What follows belongs to an exercise in optimizing a design on an open flow for small area; a production flow would make more cautious choices. The RTL was checked by simulation tests, not by an equivalence proof against the original design. No activity file was given, so power comes from the tool's default toggle rates.

==> design/flow/constraint.sdc <==
create_clock -name core_clock -period 25.0 [get_ports {clock}]
set_input_delay 5.0000 -clock core_clock [delete_from_list [all_inputs] [get_ports {clock}]]
set_output_delay 5.0000 -clock core_clock [all_outputs]
set_load 0.01 [all_outputs]
==> design/flow/design.v <==
module Instruction_Fetch_Unit(
    input clock,
    input reset_n,
    input [31:0] jump_address,
    input branch_condition,
    input [31:0] instruction_word,
    output [31:0] instruction_address,
    output [31:0] current_instruction,
    output [31:0] next_instruction_addr
);
    reg [31:0] program_counter;
    wire [31:0] subsequent_pc = branch_condition ? jump_address : (program_counter + 32'd4);
    assign next_instruction_addr = program_counter + 32'd4;
    always @(posedge clock or negedge reset_n) begin
        if (!reset_n) begin
            program_counter <= 32'h00000000;   
        end else begin
            program_counter <= subsequent_pc;   
        end
    end
    assign instruction_address = program_counter;
    assign current_instruction = instruction_word;
endmodule
module Instruction_Decoder(
    input [31:0] instr,
    input [31:0] next_pc,
    output reg [5:0] op,
    output reg [4:0] src1, src2, dest, shift_amt,
    output reg [5:0] func,
    output reg [15:0] immediate,
    output reg [25:0] jump_target,
    output reg write_reg,
    output reg read_mem,
    output reg write_mem,
    output reg branch_en,
    output reg jump_en,
    output reg use_imm,
    output reg [3:0] alu_ctrl,
    output reg mem_to_reg_en,
    output reg float_op,
    output reg reg_dest_sel,
    output reg [1:0] jump_src_sel,
    output reg fp_to_int,
    output reg int_to_fp
);
always @(*) begin
    write_reg = 0;
    read_mem = 0;
    write_mem = 0;
    branch_en = 0;
    jump_en = 0;
    use_imm = 0;
    alu_ctrl = 4'b0000;
    mem_to_reg_en = 0;
    float_op = 0;
    reg_dest_sel = 0;
    jump_src_sel = 2'b00;
    fp_to_int = 0;
    int_to_fp = 0;
    op = instr[31:26];
    src1 = instr[25:21];
    src2 = instr[20:16];
    dest = instr[15:11];
    shift_amt = instr[10:6];
    func = instr[5:0];
    immediate = instr[15:0];
    jump_target = instr[25:0];
    case(op)
        6'b000000: begin
            case(func)
                6'b100000: begin  
                    write_reg = 1;
                    reg_dest_sel = 1;
                    alu_ctrl = 4'b0001;
                end
                6'b100010: begin  
                    write_reg = 1;
                    reg_dest_sel = 1;
                    alu_ctrl = 4'b0010;
                end
                6'b100001: begin  
                    write_reg = 1;
                    reg_dest_sel = 1;
                    alu_ctrl = 4'b0001;
                end
                6'b100011: begin  
                    write_reg = 1;
                    reg_dest_sel = 1;
                    alu_ctrl = 4'b0010;
                end
                6'b111100: begin  
                    write_reg = 1;
                    reg_dest_sel = 1;
                    alu_ctrl = 4'b0011;
                end
                6'b111101: begin  
                    write_reg = 1;
                    reg_dest_sel = 1;
                    alu_ctrl = 4'b0100;
                end
                6'b011000: begin  
                    write_reg = 1;
                    reg_dest_sel = 1;
                    alu_ctrl = 4'b0101;
                end
                6'b100100: begin  
                    write_reg = 1;
                    reg_dest_sel = 1;
                    alu_ctrl = 4'b0110;
                end
                6'b100101: begin  
                    write_reg = 1;
                    reg_dest_sel = 1;
                    alu_ctrl = 4'b0111;
                end
                6'b100111: begin  
                    write_reg = 1;
                    reg_dest_sel = 1;
                    alu_ctrl = 4'b1000;
                end
                6'b100110: begin  
                    write_reg = 1;
                    reg_dest_sel = 1;
                    alu_ctrl = 4'b1001;
                end
                6'b101010: begin  
                    write_reg = 1;
                    reg_dest_sel = 1;
                    alu_ctrl = 4'b1010;
                end
                6'b101011: begin  
                    write_reg = 1;
                    reg_dest_sel = 1;
                    alu_ctrl = 4'b1011;
                end
                6'b000000: begin  
                    write_reg = 1;
                    reg_dest_sel = 1;
                    alu_ctrl = 4'b1110;
                end
                6'b000010: begin  
                    write_reg = 1;
                    reg_dest_sel = 1;
                    alu_ctrl = 4'b1111;
                end
                6'b000011: begin  
                    write_reg = 1;
                    reg_dest_sel = 1;
                    alu_ctrl = 4'b1111;
                end
                6'b000100: begin  
                    write_reg = 1;
                    reg_dest_sel = 1;
                    alu_ctrl = 4'b1110;
                end
                6'b001000: begin  
                    jump_en = 1;
                    jump_src_sel = 2'b10;
                end
            endcase
        end
        6'b001000: begin  
            write_reg = 1;
            use_imm = 1;
            alu_ctrl = 4'b0001;
        end
        6'b001001: begin  
            write_reg = 1;
            use_imm = 1;
            alu_ctrl = 4'b0001;
        end
        6'b001100: begin  
            write_reg = 1;
            use_imm = 1;
            alu_ctrl = 4'b0110;
        end
        6'b001101: begin  
            write_reg = 1;
            use_imm = 1;
            alu_ctrl = 4'b0111;
        end
        6'b001110: begin  
            write_reg = 1;
            use_imm = 1;
            alu_ctrl = 4'b1001;
        end
        6'b100000: begin  
            write_reg = 1;
            use_imm = 1;
            read_mem = 1;
            mem_to_reg_en = 1;
            alu_ctrl = 4'b0001;
        end
        6'b101000: begin  
            use_imm = 1;
            write_mem = 1;
            alu_ctrl = 4'b0001;
        end
        6'b001111: begin  
            write_reg = 1;
            use_imm = 1;
            alu_ctrl = 4'b1100;
        end
        6'b000100: begin  
            branch_en = 1;
        end
        6'b000101: begin  
            branch_en = 1;
        end
        6'b000110: begin  
            branch_en = 1;
        end
        6'b000111: begin  
            branch_en = 1;
        end
        6'b001000: begin  
            branch_en = 1;
        end
        6'b001001: begin  
            branch_en = 1;
        end
        6'b001010: begin  
            branch_en = 1;
        end
        6'b001011: begin  
            branch_en = 1;
        end
        6'b000010: begin  
            jump_en = 1;
        end
        6'b000011: begin  
            jump_en = 1;
            write_reg = 1;
        end
        6'b110000: begin  
            float_op = 1;
            write_reg = 1;
            alu_ctrl = 4'b0001;
        end
        6'b110001: begin  
            float_op = 1;
            write_reg = 1;
            alu_ctrl = 4'b0010;
        end
        6'b110010: begin  
            float_op = 1;
            alu_ctrl = 4'b0011;
        end
        6'b110011: begin  
            float_op = 1;
            alu_ctrl = 4'b0100;
        end
        6'b110100: begin  
            float_op = 1;
            alu_ctrl = 4'b0101;
        end
        6'b110101: begin  
            float_op = 1;
            write_reg = 1;
            alu_ctrl = 4'b0110;
        end
        6'b110110: begin  
            float_op = 1;
            write_reg = 1;
            fp_to_int = 1;
        end
        6'b110111: begin  
            float_op = 1;
            int_to_fp = 1;
        end
    endcase
end
endmodule
module Register_File_Unit(
    input clock,
    input reset_signal,
    input [4:0] int_read_addr1,
    input [4:0] int_read_addr2,
    output reg [31:0] int_read_data1,
    output reg [31:0] int_read_data2,
    input [4:0] int_write_addr,
    input [31:0] int_write_data,
    input int_write_enable,
    input [4:0] fp_read_addr1,
    input [4:0] fp_read_addr2,
    output reg [31:0] fp_read_data1,
    output reg [31:0] fp_read_data2,
    input [4:0] fp_write_addr,
    input [31:0] fp_write_data,
    input fp_write_enable,
    input gpr_to_fpr_en,     
    input fpr_to_gpr_en,     
    input [4:0] move_reg_num   
);
    reg [1023:0] integer_registers;   
    reg [1023:0] float_registers;     
    wire [31:0] int_raw1 = integer_registers[int_read_addr1*32 +: 32];
    always @(*) begin
        int_read_data1 = (int_read_addr1 == 0) ? 32'b0 : int_raw1;
        int_read_data2 = (int_read_addr2 == 0) ? 32'b0 : integer_registers[int_read_addr2*32 +: 32];
        fp_read_data1 = float_registers[fp_read_addr1*32 +: 32];
        fp_read_data2 = float_registers[fp_read_addr2*32 +: 32];
    end
    wire int_we = (int_write_enable && int_write_addr != 0) || (fpr_to_gpr_en && move_reg_num != 0);
    wire [4:0] int_wa = (fpr_to_gpr_en && move_reg_num != 0) ? move_reg_num : int_write_addr;
    wire [31:0] int_wd = (fpr_to_gpr_en && move_reg_num != 0) ? fp_read_data1 : int_write_data;
    wire fp_we = fp_write_enable || gpr_to_fpr_en;
    wire [4:0] fp_wa = gpr_to_fpr_en ? move_reg_num : fp_write_addr;
    wire [31:0] fp_wd = gpr_to_fpr_en ? int_raw1 : fp_write_data;
    genvar g;
    generate
        for (g = 0; g < 32; g = g + 1) begin : regs
            always @(posedge clock or posedge reset_signal) begin
                if (reset_signal)
                    integer_registers[g*32 +: 32] <= (g == 29) ? 32'h80000000 :
                                                     (g == 28) ? 32'h10008000 : 32'h00000000;
                else if (int_we && int_wa == g)
                    integer_registers[g*32 +: 32] <= int_wd;
            end
            always @(posedge clock or posedge reset_signal) begin
                if (reset_signal)
                    float_registers[g*32 +: 32] <= 32'h00000000;
                else if (fp_we && fp_wa == g)
                    float_registers[g*32 +: 32] <= fp_wd;
            end
        end
    endgenerate
endmodule
module ALU_Unit (
    input wire [31:0] operand_A,
    input wire [31:0] operand_B,
    input wire [3:0] operation_code,
    input wire is_float,
    output reg [31:0] result
);
    always @(*) begin
        case(operation_code)
            4'b0001: result = operand_A + operand_B;        
            4'b0010: result = operand_A - operand_B;        
            4'b0011: result = $signed(operand_A) * $signed(operand_B);  
            4'b0100: result = operand_A * operand_B;        
            4'b0101: result = operand_A * operand_B;        
            4'b0110: result = operand_A & operand_B;        
            4'b0111: result = operand_A | operand_B;        
            4'b1000: result = ~(operand_A | operand_B);     
            4'b1001: result = operand_A ^ operand_B;        
            4'b1010: result = ($signed(operand_A) < $signed(operand_B)) ? 32'd1 : 32'd0;  
            4'b1011: result = (operand_A < operand_B) ? 32'd1 : 32'd0;  
            4'b1100: result = {operand_B[15:0], 16'b0};     
            4'b1110: result = operand_B << operand_A[4:0];  
            4'b1111: result = operand_B >> operand_A[4:0];  
            default: result = 32'b0;
        endcase
    end
endmodule
module FPU (
    input [31:0] src1,
    input [31:0] src2,
    input [3:0] fpu_control,
    output reg [31:0] fpu_result,
    output reg status_flag,
    output reg exception,
    output reg overflow_flag,
    output reg underflow_flag
);
    reg equal_flag, less_flag, less_equal_flag, greater_flag, greater_equal_flag;
    reg [31:0] add_out, sub_out;
    localparam MIN_EXP = 8'b00000000;
    localparam MAX_EXP = 8'b11111111;
    wire op1_sign = src1[31];
    wire op2_sign = src2[31];
    wire [7:0] op1_exp = src1[30:23];
    wire [7:0] op2_exp = src2[30:23];
    wire [23:0] op1_mant = (op1_exp == 0) ? {1'b0, src1[22:0]} : {1'b1, src1[22:0]};
    wire [23:0] op2_mant = (op2_exp == 0) ? {1'b0, src2[22:0]} : {1'b1, src2[22:0]};
    always @(*) begin
        equal_flag = (src1 == src2);
        less_flag = ($signed({op1_sign, op1_exp, op1_mant}) < 
                   $signed({op2_sign, op2_exp, op2_mant}));
        less_equal_flag = less_flag | equal_flag;
        greater_flag = !less_equal_flag;
        greater_equal_flag = !less_flag;
    end
    function [31:0] pack_float_result;
        input sign;
        input [7:0] exponent;
        input [24:0] mantissa;
        begin
            if (exponent == 0 || exponent >= MAX_EXP) begin
                pack_float_result = {sign, MAX_EXP, 23'b0};
            end else begin
                pack_float_result = {sign, exponent, mantissa[22:0]};
            end
        end
    endfunction
    always @(*) begin
        reg [24:0] aligned_larger, aligned_smaller;
        reg [7:0] final_exp, add_exp, sub_exp;
        reg result_sign_bit;
        reg [24:0] computed_mantissa;
        if (op1_exp > op2_exp) begin
            aligned_larger = {1'b0, op1_mant};
            aligned_smaller = {1'b0, op2_mant} >> (op1_exp - op2_exp);
            final_exp = op1_exp;
        end else begin
            aligned_larger = {1'b0, op2_mant};
            aligned_smaller = {1'b0, op1_mant} >> (op2_exp - op1_exp);
            final_exp = op2_exp;
        end
        if (op1_sign == op2_sign) begin
            computed_mantissa = aligned_larger + aligned_smaller;
            result_sign_bit = op1_sign;
        end else begin
            if (aligned_larger > aligned_smaller) begin
                computed_mantissa = aligned_larger - aligned_smaller;
                result_sign_bit = op1_sign;
            end else begin
                computed_mantissa = aligned_smaller - aligned_larger;
                result_sign_bit = op2_sign;
            end
        end
        add_exp = final_exp;
        if (computed_mantissa[24]) begin
            computed_mantissa = computed_mantissa >> 1;
            add_exp = add_exp + 1;
        end
        add_out = pack_float_result(result_sign_bit, add_exp, computed_mantissa);
        if (op1_sign != op2_sign) begin
            computed_mantissa = aligned_larger + aligned_smaller;
            result_sign_bit = op1_sign;
        end else begin
            if (aligned_larger > aligned_smaller) begin
                computed_mantissa = aligned_larger - aligned_smaller;
                result_sign_bit = op1_sign;
            end else begin
                computed_mantissa = aligned_smaller - aligned_larger;
                result_sign_bit = ~op1_sign;
            end
        end
        sub_exp = final_exp;
        if (computed_mantissa[24]) begin
            computed_mantissa = computed_mantissa >> 1;
            sub_exp = sub_exp + 1;
        end
        sub_out = pack_float_result(result_sign_bit, sub_exp, computed_mantissa);
    end
    always @(*) begin
        fpu_result = 32'b0;
        status_flag = 1'b0;
        exception = 1'b0;
        overflow_flag = 1'b0;
        underflow_flag = 1'b0;
        case (fpu_control)
            4'b0000: fpu_result = src1;                   
            4'b0001: fpu_result = add_out;                
            4'b0010: fpu_result = sub_out;                
            4'b0011: status_flag = equal_flag;            
            4'b0100: status_flag = less_flag;             
            4'b0101: status_flag = less_equal_flag;       
            4'b0110: status_flag = greater_equal_flag;    
            4'b0111: status_flag = greater_flag;          
            4'b1000: fpu_result = src2;                   
            default: exception = 1'b1;                    
        endcase
    end
endmodule
module Branch_Control(
    input [31:0] reg_src1_val,
    input [31:0] reg_src2_val,
    input [31:0] immediate_val,
    input [5:0] operation,
    output reg branch_decision,
    output [31:0] jump_address
);
    assign jump_address = {{14{immediate_val[15]}}, immediate_val, 2'b00};
    wire signed [31:0] signed_val1 = reg_src1_val;
    wire signed [31:0] signed_val2 = reg_src2_val;
    wire [31:0] unsigned_val1 = reg_src1_val;
    wire [31:0] unsigned_val2 = reg_src2_val;
    always @(*) begin
        case(operation)
            6'b000100: branch_decision = (reg_src1_val == reg_src2_val);   
            6'b000101: branch_decision = (reg_src1_val != reg_src2_val);   
            6'b000110: branch_decision = (signed_val1 > signed_val2);     
            6'b000111: branch_decision = (signed_val1 >= signed_val2);    
            6'b001000: branch_decision = (signed_val1 < signed_val2);     
            6'b001001: branch_decision = (signed_val1 <= signed_val2);    
            6'b001010: branch_decision = (unsigned_val1 < unsigned_val2);  
            6'b001011: branch_decision = (unsigned_val1 > unsigned_val2);  
            default: branch_decision = 1'b0;
        endcase
    end
endmodule
module Processor_Top(
    input clock,
    input reset_n,
    output [31:0] instr_addr,
    input [31:0] instr_data,
    output dmem_we,
    output [31:0] dmem_wdata,
    input [31:0] dmem_rdata,
    output [31:0] alu_output,
    output [31:0] current_instruction,
    output [31:0] next_pc_value,
    output branch_active
);
    wire [31:0] reg_data1, reg_data2, jump_target_addr;
    wire [15:0] immediate_value;
    wire [31:0] sign_ext_imm = {{16{immediate_value[15]}}, immediate_value};
    wire [31:0] fp_reg_data1, fp_reg_data2, fp_result;
    wire [31:0] mem_output, wb_data;
    wire [4:0] src_reg1, src_reg2, dest_reg, shift_amount;
    wire [5:0] opcode_field, function_field;
    wire reg_write_en, mem_read_en, mem_write_en;
    wire branch_en, jump_en, alu_src_sel;
    wire [3:0] alu_control, fpu_control;
    wire float_operation, mem_to_reg_sel;
    wire fp_condition_code;
    wire gpr_to_fpr_en, fpr_to_gpr_en;
    Instruction_Fetch_Unit IFU (
        .clock(clock),
        .reset_n(reset_n),
        .jump_address(jump_target_addr),
        .branch_condition(branch_active || jump_en),
        .instruction_word(instr_data),
        .instruction_address(instr_addr),
        .current_instruction(current_instruction),
        .next_instruction_addr(next_pc_value)
    );
    Instruction_Decoder ID (
        .instr(current_instruction),
        .next_pc(next_pc_value),
        .op(opcode_field),
        .src1(src_reg1),
        .src2(src_reg2),
        .dest(dest_reg),
        .shift_amt(shift_amount),
        .func(function_field),
        .immediate(immediate_value),
        .write_reg(reg_write_en),
        .read_mem(mem_read_en),
        .write_mem(mem_write_en),
        .branch_en(branch_en),
        .jump_en(jump_en),
        .use_imm(alu_src_sel),
        .alu_ctrl(alu_control),
        .mem_to_reg_en(mem_to_reg_sel),
        .float_op(float_operation),
        .fp_to_int(fpr_to_gpr_en),
        .int_to_fp(gpr_to_fpr_en)
    );
    Register_File_Unit RFU (
        .clock(clock),
        .reset_signal(!reset_n),
        .int_read_addr1(src_reg1),
        .int_read_addr2(src_reg2),
        .int_read_data1(reg_data1),
        .int_read_data2(reg_data2),
        .int_write_addr(dest_reg),
        .int_write_data(wb_data),
        .int_write_enable(reg_write_en && !float_operation),
        .fp_read_addr1(src_reg1),
        .fp_read_addr2(src_reg2),
        .fp_read_data1(fp_reg_data1),
        .fp_read_data2(fp_reg_data2),
        .fp_write_addr(dest_reg),
        .fp_write_data(fp_result),
        .fp_write_enable(reg_write_en && float_operation),
        .gpr_to_fpr_en(gpr_to_fpr_en),
        .fpr_to_gpr_en(fpr_to_gpr_en),
        .move_reg_num(dest_reg)
    );
    ALU_Unit main_alu (
        .operand_A(reg_data1),
        .operand_B(alu_src_sel ? sign_ext_imm : reg_data2),
        .operation_code(alu_control),
        .is_float(float_operation),
        .result(alu_output)
    );
    FPU floating_point_unit (
        .src1(fp_reg_data1),
        .src2(fp_reg_data2),
        .fpu_control(alu_control),
        .fpu_result(fp_result),
        .status_flag(fp_condition_code)
    );
    assign dmem_we = mem_write_en;
    assign dmem_wdata = reg_data2;
    assign mem_output = dmem_rdata;
    Branch_Control branch_ctl (
        .reg_src1_val(reg_data1),
        .reg_src2_val(reg_data2),
        .immediate_val(immediate_value),
        .operation(opcode_field),
        .branch_decision(branch_active),
        .jump_address(jump_target_addr)
    );
    assign wb_data = (float_operation && !fpr_to_gpr_en && !gpr_to_fpr_en) ? 
                    fp_result : 
                    (mem_to_reg_sel ? mem_output : alu_output);
endmodule
==> design/flow/config.mk <==
export PLATFORM = sky130hd
export DESIGN_NAME = Processor_Top
export DESIGN_NICKNAME = Processor_Top
export VERILOG_FILES = /design/flow/design.v
export SDC_FILE = /design/flow/constraint.sdc
export NUM_CORES = 8
export LEC_CHECK = 0
export CAP_MARGIN = 20
export CORE_MARGIN = 2
export CORE_UTILIZATION = 40
export SLEW_MARGIN = 20
==> design/flow/run.sh <==
#!/bin/bash
# synth_recipe.tcl (not shown) runs the flow's synth.tcl, then flattens the netlist and writes it again
# the make line also repeats each setting of config.mk as NAME=value (left out here)
make -C /OpenROAD-flow-scripts/flow DESIGN_CONFIG=/design/flow/config.mk WORK_HOME=/design/flow/orfs CLKGATE_MAP_FILE= SYNTH_SCRIPT=/design/flow/synth_recipe.tcl finish
==> results.txt <==
core area=372000 um^2; count of final hold-check violations=0; buffers from clock root to sink, at most=4; half-perimeter wire length after placement=431000 um; most frequent cells after synthesis=sky130_fd_sc_hd__nand2_1, sky130_fd_sc_hd__dfrtp_1, sky130_fd_sc_hd__o21ai_0; initial detailed-routing violation count=16300; instance count after placement with tap cells included=19400; cell taking the most area after synthesis=sky130_fd_sc_hd__dfrtp_1; share of flip-flops with an asynchronous set or reset after synthesis=100%; cell with the largest stage delay on the worst path=sky130_fd_sc_hd__inv_1; crit start category=input port; final setup vio count=0; cell with the most instances after synthesis=sky130_fd_sc_hd__nand2_1; startpoint-to-endpoint class of the critical path=input port to primary output; slack of the critical path=~2700 ps; clock latency (worst-skew pair)=990 ps; startpoint of the tightest hold check path=RFU.integer_registers[2]; number of optimization iterations in the first detailed-route pass=10; fraction of the mapped netlist area in simple logic gates=between 10% and 20%; post-synthesis share of cell area spent on full adders, half adders and majority gates=11.2%; area share of the leading cell type in the synthesized netlist=around a third; path class of the lowest-slack min-delay path=flop to flop; count of clock tree sinks=2078; cell count after synthesis=15100; Crit path top cell by count=sky130_fd_sc_hd__fa_1; total chip power=12300 uW; I/O Pins=228; max-slew violation count=0; number of buffers added on ports=223; Routed wire per std cell=31.4 um; register bit total from synthesis=2078; FMAX=44.9 MHz; Crit path largest cell delay=820 ps; CTS HTree Levels=4; Warnings, synthesis=7; static leakage=around 0.07 uW; worst endpoint required time=20000 ps; net count reported at finish=roughly 16000; synthesis-to-layout area growth=10.2%; pre-CTS setup slack=roughly 2600 ps; DIE WIDTH=616 um; max-cap check violation count=0; number of buffers inserted by post-CTS setup repair=0; hold path cells=0; initial core utilization=roughly two fifths; initial antenna violation count=25; clock tree from TritonCTS=done; sequential cell area fraction in the yosys report=34.8%; Min-Delay Endpoint=RFU.integer_registers[2]; commonest register cell after synthesis=sky130_fd_sc_hd__dfrtp_1; cell types occupying the most area after synthesis=sky130_fd_sc_hd__dfrtp_1, sky130_fd_sc_hd__mux4_2, sky130_fd_sc_hd__fa_1; hold buffer count at cts=0; wire length of the first global-routing pass=about 900000 um; Setup TNS=0 ps; GR Overflow Total=0; Worst Reg2Reg Path Length in Cells=32; xor and xnor fraction of the mapped netlist area=under 10%; slack of the worst reg-to-reg path=11530 ps; worst-margin pin slew=1270 ps; Data arrival, critical path=17270 ps; Post-synth EDFFs=0; largest family of logic cells by synthesized area=multiplexers; via count of the first global-routing pass=121000; number of buffers created by CTS=228; root buffer selected by CTS=sky130_fd_sc_hd__clkbuf_16; number of cell rows=224; cell area after technology mapping=150000 um^2; count of different cell masters after synthesis=126; mux share of post-synthesis cell area=20.6%; finished layout cell area=165000 um^2; critical path endpoint category=primary output; reg2reg start=RFU.float_registers[119]; DRC violations left=0; min cycle time layout=22270 ps; all-layer global routing usage=32.6%; fraction of final layout cells sized beyond drive strength 1=~16%; post-route non-filler standard cell count=19900; DR vias/cell=6.19; final RePlAce weighted congestion=around 1.1; largest fanout on the critical path=17; DIE HEIGHT=616 um; Final ANT Viol Nets=0; die area=approximately 380000 um^2; mean area per synthesized cell=9.92 um^2; placed inst area=approximately 160000 um^2; Worst-path clk slew=60 ps; Slew HR=14.8%; period utilisation layout=89.1%; Peak VDD IR=roughly 0.08 mV; Critical R2R Capture=RFU.float_registers[294]; run status=finished clean; setup repair after global routing missed its margin=no; pin count of the biggest net entering global routing=180; count of vias placed by the detailed router=123000; wirelength, routed=625000 um; Clock Skews=110 ps; post-cts repair resize count=0; ratio of total power to cell area=about 75 nW/um^2; area fraction in compound gates after synthesis=13.9%
==> metal layers <==
layer	global-route usage [%]	vias to the layer above	routed length, um
li1	-	52200	-
met1	42.5	62100	240000
met2	48.4	6987	269000
met3	9.01	1766	69600
met4	19.7	24	45800
met5	0	-	255
==> critical path: cells and delay by family <==
family / cells / cell delay (ps)
buffers and inverters: 11 / 3330
XOR/XNOR: 1 / 190
AND/OR/NAND/NOR: 5 / 1250
AO/OA/AOI/OAI: 9 / 3120
adder cells (fa/ha/maj): 9 / 4360
==> cells by family after synthesis <==
| group | count (synthesis) |
|---|---|
| other cells | 1 |
| compound gates | 3557 |
| simple gates | 4235 |
| buf+inv | 2310 |
| flops | 2078 |
| fa+ha+maj | 1004 |
| xor+xnor | 219 |
| mux | 1677 |
==> cell type report <==
cell class                      count  area (um^2)
Sequential cell                  2078        52000
Timing Repair Buffer              677         5930
Clock inverter                     94         1320
Antenna cell                       26         65.1
Clock buffer                      328         6670
Fill cell                       35600       207000
Tap cell                         4972         6220
Multi-Input combinational cell  10700        88800
Inverter                         1009         3800
==> registers in the layout, summed over array words and instances, names as in the netlist <==
| register | flops |
|---|---|
| IFU.program_counter | 30 |
| RFU.integer_registers | 1024 |
| RFU.float_registers | 1024 |
==> per-stage QoR <==
| step | util (%) | hold slack (ps) |
|---|---|---|
| after floorplan | - | 441 |
| after global placement | 42.1 | 378 |
| after detailed placement | 42.1 | 383 |
| after CTS | 44.2 | 397 |
| after global routing | 44.3 | 410 |
| final | 44.3 | 393 |
==> placed cells by master (no fill, tap or decap), types with 111 or more instances in the layout <==
| cell type | netlist | layout |
|---|---|---|
| sky130_fd_sc_hd__clkbuf_16 | 0 | 230 |
| sky130_fd_sc_hd__o21ai_0 | 1807 | 1797 |
| sky130_fd_sc_hd__clkdlybuf4s50_1 | 0 | 212 |
| sky130_fd_sc_hd__o21ai_1 | 214 | 208 |
| sky130_fd_sc_hd__a21oi_1 | 582 | 571 |
| sky130_fd_sc_hd__inv_1 | 966 | 964 |
| sky130_fd_sc_hd__nand3_1 | 141 | 140 |
| sky130_fd_sc_hd__mux2_2 | 111 | 111 |
| sky130_fd_sc_hd__xnor2_1 | 163 | 163 |
| sky130_fd_sc_hd__ha_1 | 436 | 435 |
| sky130_fd_sc_hd__buf_4 | 79 | 432 |
| sky130_fd_sc_hd__dfrtp_1 | 2075 | 2075 |
| sky130_fd_sc_hd__mux4_2 | 1096 | 1096 |
| sky130_fd_sc_hd__nor2_1 | 967 | 948 |
| sky130_fd_sc_hd__nand2_1 | 2628 | 2565 |
| sky130_fd_sc_hd__mux2i_1 | 455 | 448 |
| sky130_fd_sc_hd__fa_1 | 566 | 566 |
==> power by group <==
| group | internal [uW] | total (uW) | leakage (uW) | switching [uW] |
|---|---|---|---|---|
| clock | 2120 | 3650 | 0.00391 | 1530 |
| combinational | 1720 | 4900 | 0.0395 | 3190 |
| sequential | 3600 | 3790 | 0.0286 | 189 |
==> worst max-delay path by stage <==
| stage | slack (ps) | startpoint | depth (start not counted) | end |
|---|---|---|---|---|
| 6_report | 2730 | instr_data[31] | 35 | alu_output[27] |
| 5_1_grt | 2390 | instr_data[31] | 35 | alu_output[27] |
| 4_1_cts | 2590 | instr_data[16] | 36 | alu_output[27] |
| 3_5_place_dp | 2640 | instr_data[16] | 36 | alu_output[27] |
| 3_3_place_gp | 2620 | instr_data[16] | 38 | alu_output[27] |
| 2_1_floorplan | 5520 | instr_data[21] | 40 | alu_output[29] |

[what the ideal ports hide]
How much do the figures lean on ideal ports? The routed layout below was timed once more, with nothing changed but the port constraints.
Step 1: set_driving_cell puts a clkbuf_16 on clock and a buf_2 on each other input, an assumption about the parent block.
Step 2 times the ports against the registers' clock, not the clock port: input delays grow and output delays shrink by t, the midpoint of the rising clock arrivals with the driver on.
Three values: no drivers, after step 1, after step 2; two values: the first two.
shift t [ns]: 1.038
slack for setup (ns): 2.727 / 2.684 / 2.684
clock arrival spread, ns: 0.111 / 0.111
After both steps this run still meets setup and hold. For this run, drivers alone change the setup slack by -0.043 ns; drivers and shift together by -0.043 ns.
